What follows belongs to an exercise in optimizing a design on an open flow for small area, a short achievable clock period and few clock cycles per item; a production flow would make more cautious choices. RTL that was checked went through simulation tests only; none was proved equivalent to the original. For runs 7 and 8, only the layout was checked, not whether the RTL still works. Power figures rest on the tool's default switching activity, not on a simulated workload.

==> flow/design.v <==
`timescale 1ns / 1ps
module automaton(
    input               clk,             
    input               rst,             
    input      [31:0]   rule,            
    output reg [5:0]    row,             
    output reg [5:0]    col,             
    output reg          world_we,        
    input               world_in,        
    output reg          world_out,       
    output reg          update_done);    
	reg [ 2:0]       state, next_state;
	reg [ 4:0]		  NVCES;
	integer 			  k;
	integer 			  buff_row;					 		 
	integer 			  buff_col;
	reg  buffer[ 2:0][65:0];						 	 
	always @(posedge clk) 
	begin
	 if(rst)
	 begin
		state  		= 0;		 				 
		row			= 1'b0;
		col			= 1'b0;
		buff_row	   = 1; 									 
		buff_col    = 0; 									
		update_done = 1'b0;
		world_we		= 1'b0;
		buffer[0][0]  = 1'b0;	buffer[1][0]  = 1'b0;   buffer[2][0]  = 1'b0;   
		buffer[0][65] = 1'b0;   buffer[1][65] = 1'b0;   buffer[2][65] = 1'b0;   
	 end
	 else
	 case(state)
		0:
		begin
			if(row == 0 && col == 0)
			begin
				for(k = 1; k < 65; k = k + 1)
						buffer[0][k] = 1'b0;
				buff_col = 1;
			end
			buffer[buff_row][buff_col] = world_in;  
			if(col < 63) 									 
			begin			 									 
				buff_col = buff_col + 1; 				 
				col = col + 1; 							 
				world_we = 1'b0;
				update_done = 1'b0;
				state = 0; 						 
			end
			else if(col == 63 && row == 0)          
			begin
				row = row + 1;     					    
				buff_row = buff_row + 1;             
				col = 0; 		                      
				buff_col = 1;		                   
				world_we = 1'b0;
				update_done = 1'b0;
				state = 0;
			end
			else if(col == 63)                       
			begin
				buff_col = 1; 								  
				buff_row = 1;								  
				NVCES[4] = buffer[0][buff_col];		    
				NVCES[3] = buffer[1][buff_col - 1];  	 
				NVCES[2] = buffer[1][buff_col];         
				NVCES[1] = buffer[1][buff_col + 1];     
				NVCES[0] = buffer[2][buff_col];	   	 
				world_out = rule[NVCES];  					 
				row = row - 1;
				col = 0;
				world_we = 1'b1;
				update_done = 1'b0;
				state = 1;
			end
		end
		1: 
		begin													 
			buff_col = buff_col + 1;					 
			NVCES[4] = buffer[0][buff_col];		    
			NVCES[3] = buffer[1][buff_col - 1];  	 
			NVCES[2] = buffer[1][buff_col];         
			NVCES[1] = buffer[1][buff_col + 1];     
			NVCES[0] = buffer[2][buff_col];	   	 
			world_out = rule[NVCES];  					 
			if(col < 63) 									 
			begin
				col = col + 1; 							 
				world_we = 1'b1;    
				update_done = 1'b0;
				state = 1;		
			end
			else if(col == 63 && row == 63)
			begin
				world_we = 1'b0;
				update_done = 1'b1;						 
				state = 2;
			end
			else if(col == 63) 							 
			begin
				if(row < 62)								 
				begin
					col = 0;
					row = row + 2; 						 
					for( k = 1; k < 65; k = k + 1)
					begin
						buffer[0][k] = buffer[1][k];   
						buffer[1][k] = buffer[2][k];
					end
					buff_row = 2;
					buff_col = 1;
					world_we = 1'b0;
					update_done = 1'b0;
					state = 0;
				end
				else if(row == 62)						 
				begin											 
					row = 63;
					col = 0;
					for( k = 1; k < 65; k = k + 1)
					begin
						buffer[0][k] = buffer[1][k];   
						buffer[1][k] = buffer[2][k];
					end
					for(k = 1; k < 65; k = k + 1)
						buffer[2][k] = 1'b0;				 
					buff_col = 1;
					buff_row = 1;
					NVCES[4] = buffer[0][buff_col];		  
					NVCES[3] = buffer[1][buff_col - 1];   
					NVCES[2] = buffer[1][buff_col];       
					NVCES[1] = buffer[1][buff_col + 1];   
					NVCES[0] = buffer[2][buff_col];		  
					world_out = rule[NVCES];   
					world_we = 1'b1;    
					update_done = 1'b0;
					state = 1;
				end
			end
		end
		2: 									 
		begin											 
			row = 0;
			col = 0;
			buff_col = 1;
			buff_row = 1;
			world_we = 1'b0;
			update_done = 1'b0;
			state = 0;
		end
	 endcase
	end
endmodule
==> flow/run.sh <==
#!/bin/bash
# synth_recipe.tcl (not shown) runs the flow's synth.tcl, then flattens the netlist and writes it again
# the make line also repeats each setting of config.mk as NAME=value (left out here)
make -C /OpenROAD-flow-scripts/flow DESIGN_CONFIG=/design/flow/config.mk WORK_HOME=/design/flow/orfs CLKGATE_MAP_FILE= SYNTH_SCRIPT=/design/flow/synth_recipe.tcl finish
==> flow/config.mk <==
export PLATFORM = sky130hd
export DESIGN_NAME = automaton
export DESIGN_NICKNAME = automaton
export VERILOG_FILES = /design/flow/design.v
export SDC_FILE = /design/flow/constraint.sdc
export NUM_CORES = 8
export LEC_CHECK = 0
export CAP_MARGIN = 20
export CORE_MARGIN = 2
export CORE_UTILIZATION = 20
export GPL_ROUTABILITY_DRIVEN = 1
export GPL_TIMING_DRIVEN = 1
export PLACE_DENSITY = 0.3
export SLEW_MARGIN = 20
==> flow/constraint.sdc <==
create_clock -name core_clock -period 10.0 [get_ports {clk}]
set_input_delay 2.0000 -clock core_clock [delete_from_list [all_inputs] [get_ports {clk}]]
set_output_delay 2.0000 -clock core_clock [all_outputs]
set_load 0.01 [all_outputs]
==> results of run 1 <==
cell usage in the layout, fill, tap and decap left out, drive strengths merged, types with 15 or more instances in the layout:
cell and n:
a2111oi 17, a211oi 52, a21oi 400, a221oi 66, a222oi 65, a22o 114
a22oi 154, a311oi 17, a31oi 49, a32o 17, a32oi 39, and2 28
and3 41, buf 287, clkbuf 36, clkdlybuf4s50 48, dfxtp 36, diode 25
edfxtp 193, ha 35, inv 37, mux2i 53, nand2 653, nand2b 19
nand3 167, nand4 64, nor2 233, nor2b 15, nor3 123, nor4 66
o211ai 39, o21ai 156, o22ai 53, o31ai 17, or4 15, xnor2 36
layer usage:
layer / up-vias / track usage, %
met3: 799 / 10.7
met4: 36 / 19.3
met5: - / 0.944
met1: 18300 / 43.9
li1: 14400 / -
met2: 2815 / 46.7
critical path: cells and delay by family (launching register included):
family	cells	cell delay [ps]
AO/OA/AOI/OAI	4	1900
XOR/XNOR	3	1120
adder cells (fa/ha/maj)	2	700
buffers and inverters	3	830
flip-flops	1	540
multiplexers	1	370
AND/OR/NAND/NOR	8	2300
kinds of logic (layout without fill, tap and decap cells):
group           Yosys count  in the layout  synth area share (%)
compound gates         1418           1418                  37.0
xor+xnor                 49             49                  2.01
fa+ha+maj                36             36                  1.70
buf+inv                 410            426                  6.12
flops                   229            229                  24.2
mux                      79             79                  3.73
other cells               0             25                     0
simple gates           1474           1474                  25.3
sequential cells by signal, summed over array words and instances, names as in the netlist:
register	cells
buff_col	8
buff_row	7
buffer	198
col	6
row	6
state	2
update_done	1
world_out	1
final cells by class:
class | instances | area [um^2]
fill | 14800 | 102000
multi-input combinational | 3056 | 19200
sequential | 229 | 6520
timing repair buffer | 335 | 2650
tap | 1768 | 2210
clock buffer | 36 | 752
inverter | 39 | 146
clock inverter | 16 | 125
antenna | 25 | 62.6
how the worst max path moves through the flow:
stage,from,endpoint,cells after the start
2_1_floorplan,buff_col[2],world_out,28
6_report,buff_col[1],world_out,21
3_3_place_gp,buff_col[1],world_out,20
3_5_place_dp,buff_col[1],world_out,21
4_1_cts,buff_col[1],world_out,21
5_1_grt,buff_col[1],world_out,21
per-stage QoR:
step / hold slack (ps) / total power, uW
after detailed placement: 494 / 4790
after CTS: 511 / 5860
after global placement: 493 / 4860
after global routing: 538 / 6120
after floorplan: 470 / 3250
final: 509 / 6000
power groups by stage:
stage | sequential, uW | combinational [uW] | clock [uW]
final | 1160 | 3790 | 1050
after global routing | 1150 | 3870 | 1100
after CTS | 1140 | 3640 | 1070
after detailed placement | 1160 | 3630 | 0
after global placement | 1160 | 3700 | 0
after floorplan | 1100 | 2150 | 0
==> flow_metrics.env, run 1 <==
export IMPL_route_detailed_drc=0
export IMPL_reg2regPathDepth=21
export IMPL_worst_path_max_fanout=67
export IMPL_ys_types=112
export IMPL_top_layer_used="met5"
export IMPL_synth_most_common_cell="nand2_1"
export IMPL_place_hpwl_um=163000
export IMPL_final_antenna_net_count=0
export IMPL_cts_buffers=29
export IMPL_cts_htree_levels=1
export IMPL_relSlewSlack_pct=15.9
export IMPL_synth_seq_cells=229
export IMPL_grt_pass1_vias=33200
export IMPL_worst_pin_slew_ps=1260
export IMPL_initial_core_util_pct=20.2
export IMPL_cts_resized_gates=0
export IMPL_final_cells=5504
export IMPL_final_area_um2=31600
export IMPL_grt_pass1_wl_um=316000
export IMPL_hold_viol_final=0
export IMPL_clkPwrFrac_pct=17.5
export IMPL_die_area_um2=138000
export IMPL_synth_common_cells="652 x nand2_1, 398 x a21oi_1, 297 x clkbuf_1"
export IMPL_yosysTopAreaCellShare_pct=21.5
export IMPL_rsz0062_at_grt="false"
export IMPL_rr_startpoint="buff_col[1]"
export IMPL_holdPathEnd="update_done"
export IMPL_grt_ovfl_total=0
export IMPL_syn_area_um2=27000
export IMPL_cp_arrival_ps=8440
export IMPL_synth_net_count=3766
export IMPL_dp_cells=5427
export IMPL_place_congestion=1.06
export IMPL_switching_share_pct=55.0
export IMPL_required_ps=10380
export IMPL_fin_worst_skew_ps=27.1
export IMPL_io_pins=50
export IMPL_die_h_um=371
export IMPL_dr_wl_met3_um=26500
export IMPL_synth_area_per_cell_um2=7.29
export IMPL_setup_viol=0
export IMPL_async_flop_share_pct=0
export IMPL_crit_chain="buf_4, ha_2, xor2_2, inv_1, ha_1, xnor2_1, xor2_4, buf_12, nand2_1, a211oi_4, nor3_1, o21ai_0, nor2_1, or4_1, nor4_1, nand4_1, mux2i_4, and2b_2, a32o_2, a2111oi_4, nor3_2"
export IMPL_final_core_util_pct=23.7
export IMPL_post_synth_top_area_cell="edfxtp_1"
export IMPL_grt_antenna_before_repair=45
export IMPL_hp_start="update_done"
export IMPL_hp_class="register to register"
export IMPL_cts_buffer_depth=3
export IMPL_dpl_cell_area_um2=30700
export IMPL_cts_tree="yes"
export IMPL_wl_per_cell_um=43.2
export IMPL_fin_crit_sh_pct=80.6
export IMPL_nets=3761
export IMPL_routed_wl_um=238000
export IMPL_detail_route_vias_per_cell=6.62
export IMPL_met1_length_um=98900
export IMPL_num_rows=134
export IMPL_grt_usage_pct=33.2
export IMPL_ctsHoldBuffers=0
export IMPL_path_class="register to register"
export IMPL_p_per_area_nw_per_um2=190
export IMPL_area_delta_synth_final_pct=17.3
export IMPL_port_buffers=49
export IMPL_final_layout_size_suffix_gt1_share_pct=12.9
export IMPL_crit_path_end_kind="register"
export IMPL_route_met2_wl_um=95100
export IMPL_seq_area_frac_synth_pct=24.2
export IMPL_yosysWarnings=2
export IMPL_drtPass1Iterations=13
export IMPL_max_stage_delay_ps=700
export IMPL_synthCells=3695
export IMPL_tns_ps=0
export IMPL_leakage_uw=0.0100
export IMPL_core_area_um2=134000
export IMPL_cts_num_sinks=229
export IMPL_vias=36400
export IMPL_synthFlopType="edfxtp_1"
export IMPL_grt_max_degree=75
export IMPL_worstSkewPairLatency_ps=630
export IMPL_rr_endpoint="world_out"
export IMPL_whs_path_depth=2
export IMPL_fmaxAchievable_mhz=124
export IMPL_drv_slew=0
export IMPL_critPathSlowestCell="a211oi_4"
export IMPL_synthTopCellsByArea="edfxtp_1 22%, nand2_1 9.1%, a21oi_1 7.4%"
export IMPL_cts_setup_buffers=0
export IMPL_outcome="finished clean"
export IMPL_period_minus_slack_ps=8060
export IMPL_die_x_um=371
export IMPL_p_seq_share_pct=19.3
export IMPL_clk_pin_slew_ps=70
export IMPL_root_buffer="clkbuf_16"
export IMPL_power_internal_uw=2700
export IMPL_synth_edf_count=193
export IMPL_fin_ws_ps=1940
export IMPL_startpoint_type="register"
export IMPL_comb_power_share_pct=63.2
export IMPL_dp_slack_ps=1970
export IMPL_reg2reg_setup_slack_ps=1940
export IMPL_vdd_drop_max_mv=0.149
export IMPL_maxCapViolations=0
export IMPL_drt_initial_drc_count=6033
export IMPL_p_sw_uw=3300
Testbench counts, summed over its fixed seeds: cycles 3,146,112, generations 384.
==> run 2: changes to the inputs <==
==> flow/design.v (replaced) <==
`timescale 1ns / 1ps
module automaton(
    input               clk,
    input               rst,
    input      [31:0]   rule,
    output reg [5:0]    row,
    output reg [5:0]    col,
    output reg          world_we,
    input               world_in,
    output reg          world_out,
    output reg          update_done);
    reg [127:0] sr;         
    reg         c0, c1;     
    reg         we_d;       
    reg         first;      
    reg         d1, d2;     
    wire        is_read = ~world_we;
    wire mN = (row == 6'd1);                
    wire mS = (row == 6'd0);                
    wire mW = (col == 6'd0);
    wire mE = (col == 6'd63);
    wire supp = first & mS;                 
    wire bN = sr[127] & ~mN;
    wire bW = sr[64]  & ~mW;
    wire bC = sr[63];
    wire bE = sr[62]  & ~mE;
    wire r0 = rule[{bN, bW, bC, bE, 1'b0}];
    wire r1 = rule[{bN, bW, bC, bE, 1'b1}];
    wire ch      = sr[0] ? c1 : c0;
    wire do_wr   = ~we_d & ch;
    wire [11:0] cur = {row, col};
    reg  [11:0] nxt;
    always @* begin
        if (is_read)
            nxt = do_wr ? cur - 12'd65 : cur + 12'd1;
        else if (~we_d)
            nxt = do_wr ? cur + 12'd1 : cur + 12'd66;
        else
            nxt = cur + 12'd65;
    end
    always @(posedge clk) begin
        if (is_read)
            sr <= {sr[126:0], world_in};
        c0 <= ~supp & (r0 ^ bC);
        c1 <= ~supp & ((mS ? r0 : r1) ^ bC);
        world_out <= ~sr[64];
        if (rst) begin
            row <= 6'd0;
            col <= 6'd0;
            world_we <= 1'b0;
            we_d <= 1'b1;
            first <= 1'b1;
            d1 <= 1'b0;
            d2 <= 1'b0;
            update_done <= 1'b0;
        end else begin
            {row, col} <= nxt;
            world_we <= do_wr;
            we_d <= world_we;
            first <= first & mS;
            d1 <= is_read & ~first & (cur == 12'd63);
            d2 <= d1;
            update_done <= d2;
        end
    end
endmodule
==> flow/flow/run.sh (new file) <==
#!/bin/bash
set -euo pipefail
bash standard.sh SETUP_SLACK_MARGIN=7.3 finish > standard.log 2>&1
==> flow/standard.sh (new file) <==
#!/bin/bash
# synth_recipe.tcl (not shown) runs the flow's synth.tcl, then flattens the netlist and writes it again
# the make line also repeats each setting of config.mk as NAME=value (left out here)
make -C /OpenROAD-flow-scripts/flow DESIGN_CONFIG=/design/flow/config.mk WORK_HOME=/design/flow/orfs CLKGATE_MAP_FILE= SYNTH_SCRIPT=/design/flow/synth_recipe.tcl "${@:-finish}"
removed: flow/run.sh
==> flow_metrics.env, run 2 <==
export IMPL_vias=3166
export IMPL_post_synth_top_area_cell="edfxtp_1"
export IMPL_power_internal_uw=1690
export IMPL_crit_family="flip-flops"
export IMPL_rr_startpoint="col[0]"
export IMPL_dpl_cell_area_um2=6540
export IMPL_cts_buffer_depth=2
export IMPL_vdd_drop_max_mv=0.120
export IMPL_timing_hold_ws_ps=416
export IMPL_max_stage_delay_ps=350
export IMPL_synthFlopType="edfxtp_1"
export IMPL_worst_path_max_fanout=2
export IMPL_synth_area_per_cell_um2=15.9
export IMPL_required_ps=8000
export IMPL_p_per_area_nw_per_um2=319
export IMPL_routed_wl_um=12200
export IMPL_hp_start="sr[45]"
export IMPL_clkPwrFrac_pct=26.9
export IMPL_synthCells=355
export IMPL_reg2reg_setup_slack_ps=7260
export IMPL_critPathBufInv=1
export IMPL_p_seq_share_pct=51.1
export IMPL_route_detailed_drc=0
export IMPL_final_cells=813
export IMPL_nets=462
export IMPL_crit_path_end_kind="output pin"
export IMPL_path_class="register to output pin"
export IMPL_yosysWarnings=1
export IMPL_leakage_uw=0.00260
export IMPL_final_layout_size_suffix_gt1_share_pct=27.6
export IMPL_port_buffers=49
export IMPL_drv_slew=0
export IMPL_startpoint_type="register"
export IMPL_period_minus_slack_ps=2890
export IMPL_synth_common_cells="128 x edfxtp_1, 21 x dfxtp_1, 17 x nand2_1"
export IMPL_seq_area_frac_synth_pct=75.6
export IMPL_worst_pin_slew_ps=852
export IMPL_setup_viol=0
export IMPL_die_x_um=172
export IMPL_final_area_um2=7390
export IMPL_grt_antenna_before_repair=1
export IMPL_worstSkewPairLatency_ps=430
export IMPL_io_pins=50
export IMPL_syn_area_um2=5640
export IMPL_async_flop_share_pct=0
export IMPL_synth_net_count=396
export IMPL_critPathSlowestCell="dfxtp_4"
export IMPL_comb_power_share_pct=22.0
export IMPL_fmaxAchievable_mhz=346
export IMPL_maxCapViolations=0
export IMPL_grt_pass1_wl_um=19000
export IMPL_cp_arrival_ps=890
export IMPL_critPathLaunch="row[3]"
export IMPL_cts_num_sinks=149
export IMPL_detail_route_vias_per_cell=3.89
export IMPL_relSlewSlack_pct=43.2
export IMPL_hp_class="register to register"
export IMPL_dp_cells=765
export IMPL_clk_pin_slew_ps=70
export IMPL_area_delta_synth_final_pct=31.1
export IMPL_fin_worst_skew_ps=16.9
export IMPL_cts_htree_levels=4
export IMPL_cts_tree="yes"
export IMPL_initial_core_util_pct=20.3
export IMPL_drtPass1Iterations=4
export IMPL_place_congestion=0.734
export IMPL_synth_seq_cells=149
export IMPL_grt_ovfl_total=0
export IMPL_root_buffer="clkbuf_16"
export IMPL_most_common_layout_cells="128 x edfxtp_1, 18 x buf_6, 17 x clkbuf_16, 17 x buf_4"
export IMPL_crit_chain="buf_6"
export IMPL_die_h_um=172
export IMPL_tns_ps=0
export IMPL_outcome="finished clean"
export IMPL_largest_register_ffs=128
export IMPL_grt_pass1_vias=3241
export IMPL_grt_usage_pct=8.60
export IMPL_grt_max_degree=69
export IMPL_ys_types=61
export IMPL_layout_commonest_cell="edfxtp_1"
export IMPL_switching_share_pct=28.4
export IMPL_fin_crit_sh_pct=28.9
export IMPL_die_area_um2=29600
export IMPL_yosysTopAreaCellShare_pct=68.1
export IMPL_num_rows=61
export IMPL_synth_edf_count=128
export IMPL_synth_most_common_cell="edfxtp_1"
export IMPL_hold_viol_final=0
export IMPL_core_area_um2=27800
export IMPL_place_hpwl_um=6890
export IMPL_cts_buffers=17
export IMPL_wl_per_cell_um=15.0
export IMPL_p_sw_uw=669
export IMPL_rsz0062_at_grt="true"
export IMPL_final_antenna_net_count=0
export IMPL_num_fill_cells=2894
export IMPL_synthTopCellsByArea="edfxtp_1 68%, dfxtp_1 7.5%, ha_1 1.3%"
export IMPL_drt_initial_drc_count=243
run 2: per-stage QoR:
step	util, %	setup slack [ps]	power [uW]
after CTS	26.5	7080	2390
after global routing	26.6	7080	2490
final	26.6	7110	2360
after global placement	23.5	6280	1640
after detailed placement	23.5	6290	1640
after floorplan	-	6300	1460
run 2: path summary, 6_finish.rpt:
kind	cells after the start	to
worst min-delay path	0	sr[46]
worst max-delay path	1	row[3]
worst min register to register	0	sr[46]
worst max register to register	8	c1
run 2: logic make-up (layout without fill, tap and decap cells):
group / Yosys count / after routing / share of synthesized area [%]
compound gates: 64 / 64 / 8.12
mux: 16 / 16 / 3.50
simple gates: 80 / 80 / 7.39
fa+ha+maj: 6 / 6 / 1.33
other cells: 0 / 1 / 0
flops: 149 / 149 / 75.6
buf+inv: 28 / 107 / 2.20
xor+xnor: 12 / 12 / 1.86
run 2: layer usage:
| layer | vias up | share of wire, % | global-route usage, % |
|---|---|---|---|
| li1 | 1509 | - | - |
| met1 | 1603 | 53 | 12.3 |
| met2 | 40 | 43 | 12.1 |
| met3 | 14 | 3.0 | 2.49 |
| met4 | 0 | 1.6 | 3.40 |
| met5 | - | 0 | 0 |
run 2: repair_timing:
action | CTS | global route
buffers inserted | 15 | 0
setup endpoints to repair | 35 | 21
cloned | 0 | 0
pin swaps | 13 | 10
hold buffers | 0 | 0
gates resized for setup | 167 | 13
run 2: power groups by stage:
stage / clock, uW / sequential, uW / combinational [uW]
after floorplan: 0 / 1150 / 315
after global placement: 0 / 1240 / 407
after detailed placement: 0 / 1230 / 409
after CTS: 659 / 1210 / 519
after global routing: 683 / 1240 / 576
final: 633 / 1200 / 518
run 2: final cells by class:
cell class	instances	area (um^2)	share of cell area [%]
antenna	1	2.50	0.0339
tap	378	473	6.40
inverter	9	37.5	0.508
clock buffer	19	433	5.86
sequential	149	4310	58.3
timing repair buffer	66	612	8.28
clock inverter	13	149	2.01
multi-input combinational	178	1370	18.6
Testbench counts of run 2, summed over its fixed seeds: cycles 2,305,733, generations 384.
==> run 3: changes to the inputs <==
==> flow/flow/run.sh (replaced) <==
#!/bin/bash
set -euo pipefail
bash standard.sh SETUP_SLACK_MARGIN=7.3 BUFFER_PORTS_ARGS="-buffer_cell sky130_fd_sc_hd__buf_1" finish > standard.log 2>&1
==> flow_metrics.env, run 3 <==
export IMPL_worst_path_max_fanout=2
export IMPL_core_area_um2=27800
export IMPL_p_per_area_nw_per_um2=323
export IMPL_fmaxAchievable_mhz=345
export IMPL_rsz0062_at_grt="true"
export IMPL_final_antenna_net_count=0
export IMPL_critPathLaunch="col[3]"
export IMPL_synth_edf_count=128
export IMPL_crit_chain="buf_6"
export IMPL_yosysTopAreaCellShare_pct=68.1
export IMPL_post_synth_top_area_cell="edfxtp_1"
export IMPL_final_layout_size_suffix_gt1_share_pct=22.8
export IMPL_cts_buffer_depth=2
export IMPL_nets=462
export IMPL_die_area_um2=29600
export IMPL_place_congestion=0.690
export IMPL_largest_register_ffs=128
export IMPL_crit_family="flip-flops"
export IMPL_seq_area_frac_synth_pct=75.6
export IMPL_synth_net_count=396
export IMPL_wl_per_cell_um=14.6
export IMPL_synth_most_common_cell="edfxtp_1"
export IMPL_layout_commonest_cell="edfxtp_1"
export IMPL_drtPass1Iterations=4
export IMPL_fin_worst_skew_ps=19.7
export IMPL_initial_core_util_pct=20.3
export IMPL_port_buffers=49
export IMPL_yosysWarnings=1
export IMPL_cp_arrival_ps=900
export IMPL_synthCells=355
export IMPL_hold_viol_final=0
export IMPL_most_common_layout_cells="128 x edfxtp_1, 33 x buf_1, 17 x clkbuf_16, 17 x buf_6"
export IMPL_critPathBufInv=1
export IMPL_detail_route_vias_per_cell=3.90
export IMPL_period_minus_slack_ps=2900
export IMPL_rr_startpoint="col[0]"
export IMPL_cts_tree="yes"
export IMPL_grt_antenna_before_repair=0
export IMPL_synth_common_cells="128 x edfxtp_1, 21 x dfxtp_1, 17 x nand2_1"
export IMPL_async_flop_share_pct=0
export IMPL_grt_pass1_wl_um=18600
export IMPL_outcome="finished clean"
export IMPL_grt_usage_pct=8.39
export IMPL_required_ps=8000
export IMPL_leakage_uw=0.00245
export IMPL_cts_buffers=17
export IMPL_cts_num_sinks=149
export IMPL_place_hpwl_um=6740
export IMPL_vias=3164
export IMPL_syn_area_um2=5640
export IMPL_antenna_cells=0
export IMPL_grt_ovfl_total=0
export IMPL_fin_crit_sh_pct=29.0
export IMPL_die_h_um=172
export IMPL_hp_class="register to register"
export IMPL_routed_wl_um=11800
export IMPL_drv_slew=0
export IMPL_area_delta_synth_final_pct=26.0
export IMPL_grt_pass1_vias=3254
export IMPL_path_class="register to output pin"
export IMPL_tns_ps=0
export IMPL_vdd_drop_max_mv=0.110
export IMPL_cts_htree_levels=4
export IMPL_die_x_um=172
export IMPL_met1_length_um=6270
export IMPL_synth_seq_cells=149
export IMPL_route_met2_wl_um=5040
export IMPL_synthFlopType="edfxtp_1"
export IMPL_grt_max_degree=72
export IMPL_worstSkewPairLatency_ps=430
export IMPL_startpoint_type="register"
export IMPL_relSlewSlack_pct=51.8
export IMPL_num_rows=61
export IMPL_root_buffer="clkbuf_16"
export IMPL_io_pins=50
export IMPL_max_stage_delay_ps=360
export IMPL_route_detailed_drc=0
export IMPL_top_layer_used="met4"
export IMPL_drt_initial_drc_count=280
export IMPL_clk_pin_slew_ps=70
export IMPL_dr_wl_met3_um=361
export IMPL_timing_hold_ws_ps=420
export IMPL_critPathSlowestCell="dfxtp_4"
export IMPL_synthTopCellsByArea="edfxtp_1 68%, dfxtp_1 7.5%, ha_1 1.3%"
export IMPL_synth_area_per_cell_um2=15.9
export IMPL_setup_viol=0
export IMPL_hp_start="sr[94]"
export IMPL_maxCapViolations=0
export IMPL_ys_types=61
export IMPL_worst_pin_slew_ps=714
export IMPL_crit_path_end_kind="output pin"
## run 3: cell counts after synthesis
Identical to the previous run, type by type.
## run 3: power breakdown
| group | total, uW | switching, uW | leakage (uW) | internal, uW |
|---|---|---|---|---|
| clock network | 621 | 271 | 0.000264 | 350 |
| registers | 1200 | 123 | 0.00152 | 1080 |
| logic | 478 | 263 | 0.000664 | 214 |
| total | 2300 | 658 | 0.00245 | 1640 |
## run 3: cell families after synthesis
family,count (synthesis),synth area share (%)
AOI/OAI and AO/OA,64,8.12
xor gates and xnor gates,12,1.86
adders and majority gates,6,1.33
and+or+nand+nor,80,7.39
muxes,16,3.50
buffers and inverters,28,2.20
DFF,149,75.6
## run 3: final cells by class
class / instances / area (um^2)
clock buffer: 18 / 429
clock inverter: 14 / 143
fill: 2902 / 20700
inverter: 9 / 37.5
multi-input combinational: 178 / 1270
sequential: 149 / 4310
tap: 378 / 473
timing repair buffer: 66 / 439
## run 3: worst paths after layout
check,slack [ps],end,cells past startpoint
min,420,sr[95],0
max reg2reg,7270,c1,8
min reg2reg,420,sr[95],0
max,7100,col[3],1
## run 3: timing repair
action	4_1_cts	5_1_grt
setup endpoints to repair	22	20
resized for setup	59	5
pin swaps	1	0
hold buffers	0	0
buffers inserted	14	0
## run 3: through the flow
stage	instances	setup slack [ps]	power [uW]	instance area (um^2)	util, %
floorplan	355	6300	1460	5660	-
CTS	812	7090	2330	7090	25.5
finish	812	7100	2300	7110	25.6
global route	812	7070	2430	7110	25.6
global placement	766	6700	1610	6240	22.5
detailed placement	766	6680	1610	6240	22.5
## run 3: metal layers
layer / global-route usage (%) / vias up
li1: - / 1506
met5: 0 / -
met1: 11.9 / 1594
met4: 3.03 / 0
met3: 2.63 / 12
met2: 11.9 / 52
==> run 4: changes to the inputs <==
==> flow/flow/run.sh (replaced) <==
#!/bin/bash
set -euo pipefail
bash standard.sh SETUP_SLACK_MARGIN=7.3  finish > standard.log 2>&1
--- a/flow/config.mk
+++ b/flow/config.mk
@@ -8,6 +8,9 @@
 export CAP_MARGIN = 20
 export CORE_MARGIN = 2
 export CORE_UTILIZATION = 20
+export CTS_BUF_LIST = sky130_fd_sc_hd__clkbuf_4 sky130_fd_sc_hd__clkbuf_8
+export CTS_CLUSTER_DIAMETER = 100
+export CTS_CLUSTER_SIZE = 40
 export GPL_ROUTABILITY_DRIVEN = 1
 export GPL_TIMING_DRIVEN = 1
 export PLACE_DENSITY = 0.3
==> flow_metrics.env, run 4 <==
export IMPL_core_area_um2=27800
export IMPL_synthTopCellsByArea="edfxtp_1 68%, dfxtp_1 7.5%, ha_1 1.3%"
export IMPL_crit_chain="buf_6"
export IMPL_synth_compound_area_share_pct=8.12
export IMPL_grt_usage_pct=8.49
export IMPL_vias=3209
export IMPL_synth_top_family_by_area="compound AO/OA/AOI/OAI gates"
export IMPL_async_flop_share_pct=0
export IMPL_seq_area_frac_synth_pct=75.6
export IMPL_synthFlopType="edfxtp_1"
export IMPL_final_antenna_net_count=0
export IMPL_layout_commonest_cell="edfxtp_1"
export IMPL_clk_pin_slew_ps=110
export IMPL_synth_most_common_cell="edfxtp_1"
export IMPL_synth_net_count=396
export IMPL_synth_seq_cells=149
export IMPL_port_buffers=49
export IMPL_leakage_uw=0.00253
export IMPL_path_class="register to output pin"
export IMPL_cts_num_sinks=149
export IMPL_outcome="finished clean"
export IMPL_crit_path_end_kind="output pin"
export IMPL_hold_viol_final=0
export IMPL_grt_pass1_wl_um=18900
export IMPL_fmaxAchievable_mhz=341
export IMPL_initial_core_util_pct=20.3
export IMPL_relSlewSlack_pct=43.1
export IMPL_synth_fa_ha_area_share_pct=1.33
export IMPL_synthSimpleGateAreaFrac_pct=7.39
export IMPL_vdd_drop_max_mv=0.0752
export IMPL_post_synth_top_area_cell="edfxtp_1"
export IMPL_hp_class="register to register"
export IMPL_wl_per_cell_um=14.9
export IMPL_die_area_um2=29600
export IMPL_io_pins=50
export IMPL_root_buffer="clkbuf_8"
export IMPL_synth_area_per_cell_um2=15.9
export IMPL_ys_types=61
export IMPL_synth_common_cells="128 x edfxtp_1, 21 x dfxtp_1, 17 x nand2_1"
export IMPL_num_rows=61
export IMPL_critPathSlowestCell="dfxtp_4"
export IMPL_synth_area_mux_share_pct=3.50
export IMPL_yosysTopAreaCellShare_pct=68.1
export IMPL_place_congestion=0.734
export IMPL_synth_xor_area_share_pct=1.86
export IMPL_maxCapViolations=0
export IMPL_detail_route_vias_per_cell=3.93
export IMPL_route_detailed_drc=0
export IMPL_grt_max_degree=69
export IMPL_startpoint_type="register"
export IMPL_grt_ovfl_total=0
export IMPL_drv_slew=0
export IMPL_final_layout_size_suffix_gt1_share_pct=29.7
export IMPL_worstSkewPairLatency_ps=450
export IMPL_grt_pass1_vias=3250
export IMPL_syn_area_um2=5640
export IMPL_die_x_um=172
export IMPL_required_ps=8000
export IMPL_rsz0062_at_grt="true"
export IMPL_grt_antenna_before_repair=1
export IMPL_crit_family="flip-flops"
export IMPL_most_common_layout_cells="128 x edfxtp_1, 21 x buf_4, 18 x buf_6, 17 x clkbuf_8"
export IMPL_period_minus_slack_ps=2930
export IMPL_cts_htree_levels=4
export IMPL_area_delta_synth_final_pct=28.3
export IMPL_synthCells=355
export IMPL_worst_pin_slew_ps=853
export IMPL_cts_buffers=17
export IMPL_max_stage_delay_ps=370
export IMPL_largest_register_ffs=128
export IMPL_place_hpwl_um=6890
export IMPL_fin_crit_sh_pct=29.3
export IMPL_p_per_area_nw_per_um2=305
export IMPL_timing_hold_ws_ps=421
export IMPL_tns_ps=0
export IMPL_drtPass1Iterations=5
export IMPL_critPathBufInv=1
export IMPL_cts_buffer_depth=2
export IMPL_cts_tree="yes"
export IMPL_yosysWarnings=1
export IMPL_fin_worst_skew_ps=26.6
export IMPL_drt_initial_drc_count=243
export IMPL_synth_edf_count=128
export IMPL_routed_wl_um=12200
export IMPL_worst_path_max_fanout=2
export IMPL_die_h_um=172
export IMPL_setup_viol=0
export IMPL_cp_arrival_ps=930
export IMPL_nets=466
==> run 4: cell counts after synthesis <==
No cell type changed its count.
==> run 4: logic make-up (layout without fill, tap and decap cells) <==
logic type               Yosys count  count (layout)
XOR/XNOR                          12              12
adder cells (fa/ha/maj)            6               6
other                              0               1
flip-flops                       149             149
multiplexers                      16              16
AND/OR/NAND/NOR                   80              80
AO/OA/AOI/OAI                     64              64
buffers and inverters             28             111
==> run 4: through the flow <==
step | power, uW | setup slack [ps] | std cells | area [um^2] | util, %
finish | 2210 | 7070 | 817 | 7240 | 26.0
global route | 2340 | 7030 | 817 | 7240 | 26.0
CTS | 2220 | 6890 | 812 | 7180 | 25.9
detailed placement | 1640 | 6290 | 765 | 6540 | 23.5
global placement | 1640 | 6280 | 765 | 6540 | 23.5
floorplan | 1460 | 6300 | 355 | 5660 | -
==> run 4: metal layers <==
metal | track usage (%) | vias up | share of wire, %
li1 | - | 1509 | -
met1 | 12.2 | 1644 | 52
met2 | 11.9 | 45 | 43
met3 | 2.29 | 11 | 3.0
met4 | 3.54 | 0 | 1.6
met5 | 0 | - | 0
==> run 4: what timing repair did <==
item                                   CTS  global route
buffers inserted                        15             4
setup endpoints to repair               35            21
hold buffers                             0             0
gates resized for setup                163            20
endpoints found under the hold margin    0             0
pin swaps                               14            12
==> run 4: area by class of cell <==
class                   instances  area [um^2]
fillers                      2911        20500
flip-flops and latches        149         4310
multi-input cells             178         1380
repair buffers                 70          634
well taps                     378          473
clock buffers                  19          249
clock inverters                13          149
inverters                       9         41.3
diodes                          1         2.50
==> run 4: path summary, 6_finish.rpt <==
path,startpoint,end,slack (ps),cells after the start
max,col[3],col[3],7070,1
max reg2reg,col[4],c1,7280,7
min reg2reg,sr[34],sr[35],420,0
min,sr[34],sr[35],420,0
==> run 4: where the power goes <==
group / switching (uW) / total (uW) / internal, uW
Clock: 243 / 474 / 231
Combinational: 284 / 533 / 249
Sequential: 128 / 1200 / 1070
==> run 5: changes to the inputs <==
==> flow/config.mk (replaced) <==
export PLATFORM = sky130hd
export DESIGN_NAME = automaton
export DESIGN_NICKNAME = automaton
export VERILOG_FILES = /design/flow/design.v
export SDC_FILE = /design/flow/constraint.sdc
export NUM_CORES = 8
export LEC_CHECK = 0
export CAP_MARGIN = 20
export CORE_MARGIN = 2
export CORE_UTILIZATION = 60
export GPL_ROUTABILITY_DRIVEN = 1
export GPL_TIMING_DRIVEN = 1
export PLACE_DENSITY = 0.7
export SLEW_MARGIN = 20
==> flow_metrics.env, run 5 <==
export IMPL_core_area_um2=9200
export IMPL_synthFlopType="edfxtp_1"
export IMPL_regArea_um2=4310
export IMPL_total_power_uw=2280
export IMPL_worst_pin_slew_ps=890
export IMPL_dpl_cell_area_um2=6200
export IMPL_cts_htree_levels=4
export IMPL_rsz0062_at_grt="true"
export IMPL_critPathSlowestCell="dfxtp_4"
export IMPL_path_class="register to output pin"
export IMPL_dp_slack_ps=6310
export IMPL_worstSkewPairLatency_ps=520
export IMPL_cts_num_sinks=149
export IMPL_fin_worst_skew_ps=7.28
export IMPL_ys_types=61
export IMPL_synth_area_per_cell_um2=15.9
export IMPL_crit_family="flip-flops"
export IMPL_nets=464
export IMPL_critPathLaunch="row[4]"
export IMPL_maxCapViolations=0
export IMPL_p_per_area_nw_per_um2=326
export IMPL_crit_path_end_kind="output pin"
export IMPL_fin_crit_sh_pct=29.9
export IMPL_io_pins=50
export IMPL_final_antenna_net_count=0
export IMPL_whs_path_depth=0
export IMPL_synth_seq_cells=149
export IMPL_grt_pass1_wl_um=15700
export IMPL_relSlewSlack_pct=40.6
export IMPL_crit_chain="buf_6"
export IMPL_yosysTopAreaCellShare_pct=68.1
export IMPL_grt_pass1_vias=3019
export IMPL_hold_viol_final=0
export IMPL_synthTopCellsByArea="edfxtp_1 68%, dfxtp_1 7.5%, ha_1 1.3%"
export IMPL_route_detailed_drc=0
export IMPL_final_area_um2=6990
export IMPL_outcome="finished clean"
export IMPL_final_layout_size_suffix_gt1_share_pct=26.8
export IMPL_cts_buffers=17
export IMPL_num_fill_cells=548
export IMPL_post_synth_top_area_cell="edfxtp_1"
export IMPL_grt_antenna_before_repair=0
export IMPL_worst_path_max_fanout=2
export IMPL_multiInputGateArea_um2=1360
export IMPL_critPathBufInv=1
export IMPL_root_buffer="clkbuf_8"
export IMPL_required_ps=8000
export IMPL_syn_area_um2=5640
export IMPL_place_hpwl_um=5190
export IMPL_port_buffers=49
export IMPL_layout_commonest_cell="edfxtp_1"
export IMPL_setup_viol=0
export IMPL_seq_area_frac_synth_pct=75.6
export IMPL_cts_tree="yes"
export IMPL_synth_net_count=396
export IMPL_synthCells=355
export IMPL_max_stage_delay_ps=360
export IMPL_vias=3193
export IMPL_area_delta_synth_final_pct=23.8
export IMPL_cts_buffer_depth=2
export IMPL_crit_cells=1
export IMPL_routed_wl_um=10100
export IMPL_drv_slew=0
export IMPL_vdd_drop_max_mv=0.210
export IMPL_initial_core_util_pct=61.3
export IMPL_ctsHoldBuffers=0
export IMPL_synth_edf_count=128
export IMPL_largest_register_ffs=128
export IMPL_hp_start="sr[121]"
export IMPL_synth_common_cells="128 x edfxtp_1, 21 x dfxtp_1, 17 x nand2_1"
export IMPL_grt_usage_pct=21.3
export IMPL_fmaxAchievable_mhz=334
export IMPL_drt_initial_drc_count=177
export IMPL_hp_class="register to register"
export IMPL_die_x_um=101
export IMPL_detail_route_vias_per_cell=5.84
export IMPL_num_rows=35
export IMPL_place_congestion=0.841
export IMPL_die_h_um=101
export IMPL_clk_pin_slew_ps=60
export IMPL_drtPass1Iterations=5
export IMPL_yosysWarnings=1
export IMPL_grt_max_degree=78
export IMPL_reg2regPathDepth=8
export IMPL_fin_ws_ps=7010
export IMPL_synth_most_common_cell="edfxtp_1"
export IMPL_die_area_um2=10200
export IMPL_cp_arrival_ps=990
export IMPL_grt_ovfl_total=0
export IMPL_leakage_uw=0.00261
export IMPL_wl_per_cell_um=18.4
export IMPL_rr_startpoint="col[0]"
export IMPL_startpoint_type="register"
export IMPL_period_minus_slack_ps=2990
export IMPL_tns_ps=0
export IMPL_most_common_layout_cells="128 x edfxtp_1, 18 x buf_4, 16 x nor2_1, 16 x clkbuf_16, 16 x buf_6"
export IMPL_async_flop_share_pct=0
export IMPL_antenna_cells=0
-- run 5: per-layer routing --
metal,wire length [um],global-route usage [%]
met2,4470,28.7
met3,565,7.84
met1,4920,31.4
met4,121,8.73
met5,0,0
-- run 5: worst paths after layout --
check	slack, ps	end
max	7010	row[4]
min	420	sr[122]
max reg2reg	7350	c0
min reg2reg	420	sr[122]
-- run 5: worst register-to-register path, stage by stage (launching register included) --
cell       delay [ps]
dfxtp_4           350
buf_4             150
ha_1              290
and3_1            460
nand2_1           220
a221o_1           380
a311oi_2          340
a2bb2oi_1         190
o311a_1           190
-- run 5: cell families after synthesis --
group                    synth area share [%]
flip-flops                               75.6
AND/OR/NAND/NOR                          7.39
AO/OA/AOI/OAI                            8.12
buffers and inverters                    2.20
multiplexers                             3.50
XOR/XNOR                                 1.86
adder cells (fa/ha/maj)                  1.33
-- run 5: per-stage QoR --
step                std cells  hold WS [ps]  util (%)
CTS                       546           414      75.5
floorplan                 355           400         -
global placement          497           405      67.4
finish                    547           417      76.0
detailed placement        497           405      67.4
global route              547           420      76.0
-- run 5: repair_timing --
item / CTS / global route
pin swaps: 16 / 11
setup buffers: 16 / 1
cloned: 1 / 0
resized for setup: 161 / 15
setup endpoints to repair: 103 / 20
-- run 5: layout make-up --
type / instances / area share (%)
clock buffer: 23 / 6.39
clock inverter: 9 / 1.18
inverter: 9 / 0.537
multi-input combinational: 178 / 19.4
sequential: 149 / 61.7
tap: 111 / 1.99
timing repair buffer: 67 / 8.65
timing repair inverter: 1 / 0.107
-- run 5: power by group --
part	leakage, uW	total (uW)	internal [uW]	switching, uW
registers	0.00152	1210	1080	131
logic	0.000832	507	240	267
clock network	0.000256	563	335	228
total	0.00261	2280	1650	626
==> run 6: changes to the inputs <==
==> flow/run.sh (new file) <==
#!/bin/bash
# synth_recipe.tcl (not shown) runs the flow's synth.tcl, then flattens the netlist and writes it again
# the make line also repeats each setting of config.mk as NAME=value (left out here)
make -C /OpenROAD-flow-scripts/flow DESIGN_CONFIG=/design/flow/config.mk WORK_HOME=/design/flow/orfs CLKGATE_MAP_FILE= SYNTH_SCRIPT=/design/flow/synth_recipe.tcl finish
--- a/flow/config.mk
+++ b/flow/config.mk
@@ -7,8 +7,8 @@
 export LEC_CHECK = 0
 export CAP_MARGIN = 20
 export CORE_MARGIN = 2
-export CORE_UTILIZATION = 60
+export CORE_UTILIZATION = 20
 export GPL_ROUTABILITY_DRIVEN = 1
 export GPL_TIMING_DRIVEN = 1
-export PLACE_DENSITY = 0.7
+export PLACE_DENSITY = 0.3
 export SLEW_MARGIN = 20
removed: flow/flow/run.sh
removed: flow/standard.sh
==> flow_metrics.env, run 6 <==
export IMPL_nets=448
export IMPL_drtPass1Iterations=4
export IMPL_worstSkewPairLatency_ps=420
export IMPL_vdd_drop_max_mv=0.122
export IMPL_place_congestion=0.681
export IMPL_grt_ovfl_total=0
export IMPL_routed_wl_um=11600
export IMPL_crit_chain="clkdlybuf4s50_1"
export IMPL_synth_common_cells="128 x edfxtp_1, 21 x dfxtp_1, 17 x nand2_1"
export IMPL_cts_tree="yes"
export IMPL_period_minus_slack_ps=3770
export IMPL_hold_viol_final=0
export IMPL_critPathBufInv=1
export IMPL_place_hpwl_um=7040
export IMPL_synthFlopType="edfxtp_1"
export IMPL_final_layout_size_suffix_gt1_share_pct=11.4
export IMPL_tns_ps=0
export IMPL_yosysWarnings=1
export IMPL_io_pins=50
export IMPL_critPathSlowestCell="dfxtp_1"
export IMPL_synth_compound_area_share_pct=8.12
export IMPL_p_sw_uw=641
export IMPL_yosysTopAreaCellShare_pct=68.1
export IMPL_grt_pass1_wl_um=18600
export IMPL_grt_pass1_vias=3291
export IMPL_cts_buffers=17
export IMPL_path_class="register to output pin"
export IMPL_seq_area_frac_synth_pct=75.6
export IMPL_outcome="finished clean"
export IMPL_grt_antenna_before_repair=0
export IMPL_power_internal_uw=1630
export IMPL_clk_pin_slew_ps=60
export IMPL_cts_htree_levels=4
export IMPL_wl_per_cell_um=14.5
export IMPL_reg2regPathDepth=7
export IMPL_hp_class="register to register"
export IMPL_grt_max_degree=72
export IMPL_die_h_um=172
export IMPL_max_stage_delay_ps=710
export IMPL_cts_resized_gates=0
export IMPL_final_antenna_net_count=0
export IMPL_post_synth_top_area_cell="edfxtp_1"
export IMPL_layout_commonest_cell="edfxtp_1"
export IMPL_crit_end="row[0]"
export IMPL_synth_top_family_by_area="compound AO/OA/AOI/OAI gates"
export IMPL_synth_most_common_cell="edfxtp_1"
export IMPL_cp_arrival_ps=1770
export IMPL_comb_power_share_pct=18.0
export IMPL_rsz0062_at_grt="false"
export IMPL_drt_initial_drc_count=220
export IMPL_critPathLaunch="row[0]"
export IMPL_p_per_area_nw_per_um2=318
export IMPL_core_area_um2=27800
export IMPL_fin_worst_skew_ps=16.3
export IMPL_leakage_uw=0.00244
export IMPL_die_x_um=172
export IMPL_switching_share_pct=28.2
export IMPL_synth_xor_area_share_pct=1.86
export IMPL_maxCapViolations=0
export IMPL_fin_crit_sh_pct=37.7
export IMPL_antenna_cells=0
export IMPL_synth_area_per_cell_um2=15.9
export IMPL_ctsHoldBuffers=0
export IMPL_route_detailed_drc=0
export IMPL_clkPwrFrac_pct=28.2
export IMPL_vias=3123
export IMPL_final_cells=798
export IMPL_num_rows=61
export IMPL_worst_path_max_fanout=15
export IMPL_synthTopCellsByArea="edfxtp_1 68%, dfxtp_1 7.5%, ha_1 1.3%"
export IMPL_relSlewSlack_pct=37.0
export IMPL_largest_register_ffs=128
export IMPL_startpoint_type="register"
export IMPL_dp_cells=766
export IMPL_synth_fa_ha_area_share_pct=1.33
export IMPL_cts_setup_buffers=0
export IMPL_ys_types=61
export IMPL_synth_seq_cells=149
export IMPL_port_buffers=49
export IMPL_crit_family="flip-flops"
export IMPL_synth_net_count=396
export IMPL_async_flop_share_pct=0
export IMPL_cts_num_sinks=149
export IMPL_required_ps=8000
export IMPL_rr_endpoint="c1"
export IMPL_grt_usage_pct=8.40
export IMPL_initial_core_util_pct=20.3
export IMPL_worst_pin_slew_ps=919
export IMPL_reg2reg_setup_slack_ps=6980
export IMPL_syn_area_um2=5640
export IMPL_synthCells=355
export IMPL_root_buffer="clkbuf_16"
export IMPL_setup_viol=0
export IMPL_rr_startpoint="col[0]"
export IMPL_crit_cells=1
export IMPL_fmaxAchievable_mhz=265
export IMPL_detail_route_vias_per_cell=3.91
export IMPL_drv_slew=0
export IMPL_synthSimpleGateAreaFrac_pct=7.39
export IMPL_p_seq_share_pct=53.8
export IMPL_synth_area_mux_share_pct=3.50
export IMPL_die_area_um2=29600
export IMPL_crit_path_end_kind="output pin"
export IMPL_area_delta_synth_final_pct=26.4
export IMPL_cts_buffer_depth=2
export IMPL_most_common_layout_cells="128 x edfxtp_1, 49 x clkdlybuf4s50_1, 21 x dfxtp_1, 17 x nand2_1, 17 x clkbuf_16"
export IMPL_synth_edf_count=128
-- run 6: cell counts after synthesis --
No cell type changed its count.
-- run 6: layout make-up --
cell class                      instances  area (um^2)
Clock inverter                         15          166
Inverter                                9         36.3
Tap cell                              378          473
Timing Repair Buffer                   52          513
Sequential cell                       149         4260
Clock buffer                           17          425
Fill cell                            2910        20700
Multi-Input combinational cell        178         1250
-- run 6: kinds of logic (layout without fill, tap and decap cells) --
kind of cell / after synthesis / count (layout)
AO/OA/AOI/OAI: 64 / 64
multiplexers: 16 / 16
adder cells (fa/ha/maj): 6 / 6
XOR/XNOR: 12 / 12
buffers and inverters: 28 / 93
AND/OR/NAND/NOR: 80 / 80
flip-flops: 149 / 149
-- run 6: layer usage --
layer	vias up	GRT usage [%]	part of all wire (%)
met5	-	0	0
met4	0	3.18	0.99
met3	9	2.38	3.3
met2	49	12.0	43
met1	1588	12.0	53
li1	1477	-	-
-- run 6: worst min path at each step --
stage	from	endpoint	slack (ps)	cells past startpoint
floorplan	sr[99]	sr[100]	400	0
global placement	sr[113]	sr[114]	400	0
detailed placement	sr[109]	sr[110]	400	0
CTS	sr[112]	sr[113]	420	0
global route	sr[66]	sr[67]	420	0
finish	sr[66]	sr[67]	420	0
-- run 6: power groups by stage --
stage	registers [uW]	logic, uW	clock network [uW]
5_1_grt	1260	458	690
6_report	1220	409	641
2_1_floorplan	1150	309	0
3_5_place_dp	1220	415	0
4_1_cts	1230	415	667
3_3_place_gp	1230	410	0
-- run 6: through the flow --
stage | setup WS [ps] | power [uW] | hold WS, ps | util (%) | cell area [um^2]
floorplan | 5630 | 1460 | 400 | - | 5640
global placement | 6190 | 1640 | 403 | 23.5 | 6540
detailed placement | 6180 | 1640 | 405 | 23.5 | 6540
CTS | 6190 | 2310 | 417 | 25.7 | 7130
global route | 6110 | 2410 | 418 | 25.7 | 7130
finish | 6230 | 2270 | 415 | 25.7 | 7130
==> run 7: changes to the inputs <==
--- a/flow/design.v
+++ b/flow/design.v
@@ -29,15 +29,16 @@
     wire ch      = sr[0] ? c1 : c0;
     wire do_wr   = ~we_d & ch;
     wire [11:0] cur = {row, col};
-    reg  [11:0] nxt;
+    reg  [11:0] k;
     always @* begin
         if (is_read)
-            nxt = do_wr ? cur - 12'd65 : cur + 12'd1;
+            k = do_wr ? -12'd65 : 12'd1;
         else if (~we_d)
-            nxt = do_wr ? cur + 12'd1 : cur + 12'd66;
+            k = do_wr ? 12'd1 : 12'd66;
         else
-            nxt = cur + 12'd65;
+            k = 12'd65;
     end
+    wire [11:0] nxt = cur + k;
     always @(posedge clk) begin
         if (is_read)
             sr <= {sr[126:0], world_in};
==> flow/flow/run.sh (new file) <==
#!/bin/bash
set -euo pipefail
bash standard.sh SETUP_SLACK_MARGIN=7.0 BUFFER_PORTS_ARGS="-buffer_cell sky130_fd_sc_hd__buf_1" finish > standard.log 2>&1
==> flow/standard.sh (new file) <==
#!/bin/bash
# synth_recipe.tcl (not shown) runs the flow's synth.tcl, then flattens the netlist and writes it again
# the make line also repeats each setting of config.mk as NAME=value (left out here)
make -C /OpenROAD-flow-scripts/flow DESIGN_CONFIG=/design/flow/config.mk WORK_HOME=/design/flow/orfs CLKGATE_MAP_FILE= SYNTH_SCRIPT=/design/flow/synth_recipe.tcl "${@:-finish}"
--- a/flow/config.mk
+++ b/flow/config.mk
@@ -5,6 +5,7 @@
 export SDC_FILE = /design/flow/constraint.sdc
 export NUM_CORES = 8
 export LEC_CHECK = 0
+export ABC_AREA = 1
 export CAP_MARGIN = 20
 export CORE_MARGIN = 2
 export CORE_UTILIZATION = 20
removed: flow/run.sh
==> flow_metrics.env, run 7 <==
export IMPL_syn_area_um2=5390
export IMPL_synth_most_common_cell="edfxtp_1"
export IMPL_cts_num_sinks=149
export IMPL_crit_path_end_kind="output pin"
export IMPL_drtPass1Iterations=6
export IMPL_regArea_um2=4280
export IMPL_p_sw_uw=583
export IMPL_worst_pin_slew_ps=963
export IMPL_seq_area_frac_synth_pct=79.1
export IMPL_most_common_layout_cells="128 x edfxtp_1, 45 x buf_1, 44 x nand3_1, 38 x nand2_1, 26 x inv_1"
export IMPL_tns_ps=0
export IMPL_final_core_util_pct=24.7
export IMPL_worstSkewPairLatency_ps=410
export IMPL_die_area_um2=28300
export IMPL_post_synth_top_area_cell="edfxtp_1"
export IMPL_yosysTopAreaCellShare_pct=71.3
export IMPL_grt_pass1_wl_um=15300
export IMPL_fmaxAchievable_mhz=340
export IMPL_required_ps=8000
export IMPL_synth_net_count=403
export IMPL_grt_usage_pct=7.05
export IMPL_die_x_um=168
export IMPL_crit_cells=1
export IMPL_yosysWarnings=1
export IMPL_wl_per_cell_um=12.3
export IMPL_synthTopCellsByArea="edfxtp_1 71%, dfxtp_1 7.8%, nand3_1 4.1%"
export IMPL_comb_power_share_pct=15.7
export IMPL_synthCells=356
export IMPL_grt_antenna_before_repair=0
export IMPL_initial_core_util_pct=20.2
export IMPL_routed_wl_um=9530
export IMPL_whs_path_depth=2
export IMPL_layout_commonest_cell="edfxtp_1"
export IMPL_p_seq_share_pct=56.6
export IMPL_place_congestion=0.725
export IMPL_core_area_um2=26700
export IMPL_place_hpwl_um=5650
export IMPL_vdd_drop_max_mv=0.117
export IMPL_dp_cells=743
export IMPL_grt_ovfl_total=0
export IMPL_ys_types=32
export IMPL_maxCapViolations=0
export IMPL_synthFlopType="edfxtp_1"
export IMPL_grt_pass1_vias=2805
export IMPL_clkPwrFrac_pct=27.7
export IMPL_detail_route_vias_per_cell=3.77
export IMPL_synth_common_cells="128 x edfxtp_1, 44 x nand3_1, 38 x nand2_1"
export IMPL_leakage_uw=0.00247
export IMPL_met1_length_um=5070
export IMPL_max_stage_delay_ps=360
export IMPL_critPathSlowestCell="dfxtp_1"
export IMPL_synth_area_per_cell_um2=15.1
export IMPL_cts_htree_levels=4
export IMPL_async_flop_share_pct=0
export IMPL_reg2regPathDepth=19
export IMPL_startpoint_type="register"
export IMPL_power_internal_uw=1520
export IMPL_path_class="register to output pin"
export IMPL_timing_hold_ws_ps=403
export IMPL_period_minus_slack_ps=2940
export IMPL_crit_family="flip-flops"
export IMPL_clk_pin_slew_ps=60
export IMPL_nets=471
export IMPL_num_rows=60
export IMPL_multiInputGateArea_um2=981
export IMPL_root_buffer="clkbuf_16"
export IMPL_setup_viol=0
export IMPL_hold_viol_final=0
export IMPL_cts_buffers=17
export IMPL_largest_register_ffs=128
export IMPL_crit_chain="buf_1"
export IMPL_route_met2_wl_um=3780
export IMPL_ctsHoldBuffers=0
export IMPL_cts_buffer_depth=2
export IMPL_dr_wl_met3_um=475
export IMPL_rsz0062_at_grt="false"
export IMPL_final_cells=776
export IMPL_final_antenna_net_count=0
export IMPL_outcome="finished clean"
export IMPL_relSlewSlack_pct=35.8
export IMPL_worst_path_max_fanout=3
export IMPL_synth_seq_cells=149
export IMPL_fin_crit_sh_pct=29.4
export IMPL_io_pins=50
export IMPL_port_buffers=49
export IMPL_antenna_cells=0
export IMPL_final_layout_size_suffix_gt1_share_pct=14.0
export IMPL_switching_share_pct=27.7
export IMPL_num_fill_cells=2802
export IMPL_die_h_um=168
export IMPL_route_detailed_drc=0
export IMPL_critPathBufInv=1
export IMPL_hp_class="register to register"
export IMPL_top_layer_used="met4"
export IMPL_drt_initial_drc_count=244
export IMPL_cts_tree="yes"
export IMPL_drv_slew=0
export IMPL_cp_arrival_ps=940
export IMPL_synth_edf_count=128
export IMPL_vias=2924
export IMPL_p_per_area_nw_per_um2=319
export IMPL_fin_worst_skew_ps=11.1
export IMPL_area_delta_synth_final_pct=22.4
export IMPL_grt_max_degree=80
## run 7: cell count changes after synthesis, moves of 5 or more
cell / change
nor3_1: -8
ha_1: +5
mux2i_1: -7
a21oi_1: +9
nor2_1: +5
mux2_2: -5
xnor2_1: -7
nand2b_1: -5
inv_1: +18
nand2_1: +21
clkbuf_1: -12
nand3_1: +35
## run 7: kinds of logic after synthesis
group,Yosys count,synth area share [%]
compound gates,42,4.39
buf+inv,33,2.97
simple gates,118,10.3
xor+xnor,2,0.325
fa+ha+maj,12,2.92
flops,149,79.1
## run 7: final cells by class
cell class	count	share of cell area [%]
tap	341	6.47
clock inverter	12	1.65
multi-input combinational	174	14.9
clock buffer	18	6.51
sequential	149	64.9
inverter	27	1.59
timing repair buffer	55	4.04
## run 7: power by group through the flow
stage	registers [uW]	clock network, uW	logic, uW
2_1_floorplan	1140	0	257
3_3_place_gp	1200	0	325
3_5_place_dp	1190	0	326
4_1_cts	1200	609	329
5_1_grt	1220	632	380
6_report	1190	582	330
## run 7: worst paths after layout
check | slack [ps] | end | from
worst max register to register | 7390 | row[3] | sr[0]
worst min-delay path | 400 | update_done | d2
worst min register to register | 400 | update_done | d2
worst max-delay path | 7060 | row[3] | row[3]
## run 7: timing repair
action / CTS / global route
endpoints found under the hold margin: 0 / 0
gates resized for setup: 9 / 6
pin swaps: 0 / 1
setup buffers: 0 / 3
endpoints found under the setup margin: 11 / 9
## run 7: through the flow
stage	power (uW)	area, um^2	setup WS (ps)
after CTS	2130	6560	6990
after global routing	2240	6600	7000
final	2100	6600	7060
after detailed placement	1520	6010	6760
after global placement	1520	5960	6870
after floorplan	1400	5400	6600
## run 7: layer usage
metal	vias up	GRT usage (%)
met5	-	0
met4	0	3.82
met3	14	2.56
met2	70	9.54
li1	1436	-
met1	1404	9.73
==> run 8: changes to the inputs <==
==> flow/flow/run.sh (replaced) <==
#!/bin/bash
set -euo pipefail
bash standard.sh SETUP_SLACK_MARGIN=7.3 BUFFER_PORTS_ARGS="-buffer_cell sky130_fd_sc_hd__buf_1" finish > standard.log 2>&1
==> flow_metrics.env, run 8 <==
export IMPL_synthCells=356
export IMPL_max_stage_delay_ps=360
export IMPL_busiest_layer="met1"
export IMPL_synthFlopType="edfxtp_1"
export IMPL_die_h_um=168
export IMPL_cts_num_sinks=149
export IMPL_tns_ps=0
export IMPL_synth_edf_count=128
export IMPL_fin_crit_sh_pct=28.8
export IMPL_grt_pass1_wl_um=15600
export IMPL_ctsHoldBuffers=0
export IMPL_rr_endpoint="row[5]"
export IMPL_grtUsageMet1_pct=9.81
export IMPL_most_common_layout_cells="128 x edfxtp_1, 44 x nand3_1, 38 x nand2_1, 34 x buf_1, 25 x inv_1"
export IMPL_ys_types=32
export IMPL_path_class="register to output pin"
export IMPL_maxCapViolations=0
export IMPL_rr_startpoint="sr[0]"
export IMPL_met3_usage_pct=2.68
export IMPL_yosysTopAreaCellShare_pct=71.3
export IMPL_fin_ws_ps=7120
export IMPL_seq_area_frac_synth_pct=79.1
export IMPL_largest_register_ffs=128
export IMPL_outcome="finished clean"
export IMPL_core_area_um2=26700
export IMPL_synth_common_cells="128 x edfxtp_1, 44 x nand3_1, 38 x nand2_1"
export IMPL_fmaxAchievable_mhz=347
export IMPL_cp_arrival_ps=880
export IMPL_nets=484
export IMPL_die_x_um=168
export IMPL_cts_tree="yes"
export IMPL_layout_commonest_cell="edfxtp_1"
export IMPL_route_detailed_drc=0
export IMPL_worstSkewPairLatency_ps=420
export IMPL_reg2regPathDepth=16
export IMPL_relSlewSlack_pct=36.0
export IMPL_port_buffers=49
export IMPL_root_buffer="clkbuf_16"
export IMPL_reg2reg_setup_slack_ps=7450
export IMPL_vdd_drop_max_mv=0.121
export IMPL_crit_family="flip-flops"
export IMPL_whs_path_depth=2
export IMPL_yosysWarnings=1
export IMPL_hp_start="d2"
export IMPL_hold_viol_final=0
export IMPL_grt_pass1_vias=2917
export IMPL_grt_ovfl_total=0
export IMPL_num_fill_cells=2743
export IMPL_critPathSlowestCell="dfxtp_2"
export IMPL_synth_area_per_cell_um2=15.1
export IMPL_vias=3016
export IMPL_synthTopCellsByArea="edfxtp_1 71%, dfxtp_1 7.8%, nand3_1 4.1%"
export IMPL_place_hpwl_um=5620
export IMPL_synth_net_count=403
export IMPL_fin_worst_skew_ps=10.6
export IMPL_cts_htree_levels=4
export IMPL_synth_most_common_cell="edfxtp_1"
export IMPL_rsz0062_at_grt="true"
export IMPL_place_congestion=0.723
export IMPL_syn_area_um2=5390
export IMPL_grt_max_degree=80
export IMPL_synth_seq_cells=149
export IMPL_num_rows=60
export IMPL_leakage_uw=0.00261
export IMPL_initial_core_util_pct=20.2
export IMPL_cts_buffers=17
export IMPL_final_layout_size_suffix_gt1_share_pct=22.7
export IMPL_antenna_cells=0
export IMPL_die_area_um2=28300
export IMPL_p_per_area_nw_per_um2=322
export IMPL_drv_slew=0
export IMPL_crit_path_end_kind="output pin"
export IMPL_grt_usage_pct=7.14
export IMPL_grt_antenna_before_repair=0
export IMPL_cts_buffer_depth=2
export IMPL_routed_wl_um=9850
export IMPL_drt_initial_drc_count=315
export IMPL_hp_class="register to register"
export IMPL_clk_pin_slew_ps=70
export IMPL_critPathBufInv=1
export IMPL_crit_chain="buf_6"
export IMPL_area_delta_synth_final_pct=27.0
export IMPL_post_synth_top_area_cell="edfxtp_1"
export IMPL_io_pins=50
export IMPL_period_minus_slack_ps=2880
export IMPL_dp_slack_ps=6760
export IMPL_required_ps=8000
export IMPL_detail_route_vias_per_cell=3.81
export IMPL_holdPathEnd="update_done"
export IMPL_wl_per_cell_um=12.5
export IMPL_setup_viol=0
export IMPL_drtPass1Iterations=4
export IMPL_final_antenna_net_count=0
export IMPL_grt_met2_usage_pct=9.79
export IMPL_async_flop_share_pct=0
export IMPL_startpoint_type="register"
export IMPL_worst_path_max_fanout=2
export IMPL_worst_pin_slew_ps=960
-- run 8: cell type report --
| class | count | area, um^2 | area share [%] |
|---|---|---|---|
| sequential | 149 | 4290 | 62.6 |
| multi-input combinational | 174 | 1020 | 14.9 |
| timing repair buffer | 68 | 439 | 6.41 |
| tap | 341 | 427 | 6.23 |
| clock buffer | 17 | 425 | 6.21 |
| clock inverter | 15 | 148 | 2.16 |
| inverter | 27 | 105 | 1.54 |
-- run 8: kinds of logic (layout without fill, tap and decap cells) --
logic type / after synthesis / after routing / share of synthesized area [%]
AND/OR/NAND/NOR: 118 / 118 / 10.3
AO/OA/AOI/OAI: 42 / 42 / 4.39
adder cells (fa/ha/maj): 12 / 12 / 2.92
buffers and inverters: 33 / 127 / 2.97
XOR/XNOR: 2 / 2 / 0.325
flip-flops: 149 / 149 / 79.1
-- run 8: layer usage --
metal  vias up  share of wire, %
met5         -                 0
met4         0               1.8
met3        13               5.2
met2        74                41
met1      1462                52
li1       1467                 -
-- run 8: worst max-delay path by stage --
| stage | endpoint | cells past startpoint | startpoint | slack, ps |
|---|---|---|---|---|
| after global routing | col[5] | 1 | col[5] | 7080 |
| after CTS | col[5] | 1 | col[5] | 7100 |
| after floorplan | row[5] | 10 | world_we | 6600 |
| after global placement | row[3] | 20 | sr[0] | 6880 |
| after detailed placement | row[3] | 20 | sr[0] | 6760 |
| final | row[3] | 1 | row[3] | 7120 |
-- run 8: through the flow --
stage / area (um^2) / hold slack [ps] / cells / util (%) / total power, uW
final: 6850 / 400 / 791 / 25.6 / 2200
after global routing: 6850 / 422 / 791 / 25.6 / 2340
after CTS: 6790 / 403 / 789 / 25.4 / 2230
after detailed placement: 5980 / 393 / 742 / 22.4 / 1510
after global placement: 5960 / 395 / 741 / 22.3 / 1530
after floorplan: 5400 / 388 / 356 / - / 1400
-- run 8: where the power goes --
| part | internal (uW) | switching, uW | leakage, uW |
|---|---|---|---|
| registers | 1070 | 119 | 0.00152 |
| clock network | 333 | 288 | 0.000281 |
| logic | 162 | 237 | 0.000814 |
-- run 8: what timing repair did --
| action | 4_1_cts | 5_1_grt |
|---|---|---|
| cloned | 0 | 0 |
| endpoints found under the setup margin | 24 | 19 |
| gates resized for setup | 44 | 14 |
| pin swaps | 1 | 3 |
| buffers inserted | 15 | 2 |

-- what the ideal ports hide --
Ports are ideal in the flow. The routed layouts listed here were re-timed in OpenROAD. Step 1, drivers: a clkbuf_16 drives clk and a buf_2 each remaining input, both assumed. Step 2 adds t to the input delays and takes it off the output delays; t is the mean of the earliest and latest rising clock arrival at the registers after step 1. Input paths then give back, and output paths get back, about the clock's delay inside the block. a / b / c = ideal / step 1 / step 2; a / b = the first two.
| run | t (ns) | setup slack, ns | worst setup path after step 2 | worst register clock-pin slew, ns | pins driven straight from the clock port |
|---|---|---|---|---|---|
| run 1 | 0.688 | 1.944 / 1.944 / 1.944 | register to register | 0.07 / 0.07 | 1 |
| run 2 | 0.459 | 7.107 / 7.064 / 6.672 | input to register | 0.07 / 0.07 | 1 |
| run 3 | 0.459 | 7.102 / 7.058 / 6.693 | input to register | 0.07 / 0.07 | 1 |
| run 4 | 0.475 | 7.069 / 7.031 / 6.662 | input to register | 0.11 / 0.11 | 1 |
| run 5 | 0.542 | 7.008 / 6.978 / 6.646 | input to register | 0.06 / 0.06 | 1 |
| run 6 | 0.454 | 6.226 / 6.183 / 6.183 | input to register | 0.07 / 0.07 | 1 |
| run 7 | 0.448 | 7.059 / 7.015 / 7.006 | input to register | 0.06 / 0.06 | 1 |
| run 8 | 0.456 | 7.122 / 7.080 / 7.041 | input to register | 0.07 / 0.07 | 1 |
After both steps every run listed still meets setup and hold. For run 2, which loses most, drivers alone change the setup slack by -0.043 ns; drivers and shift together by -0.435 ns.
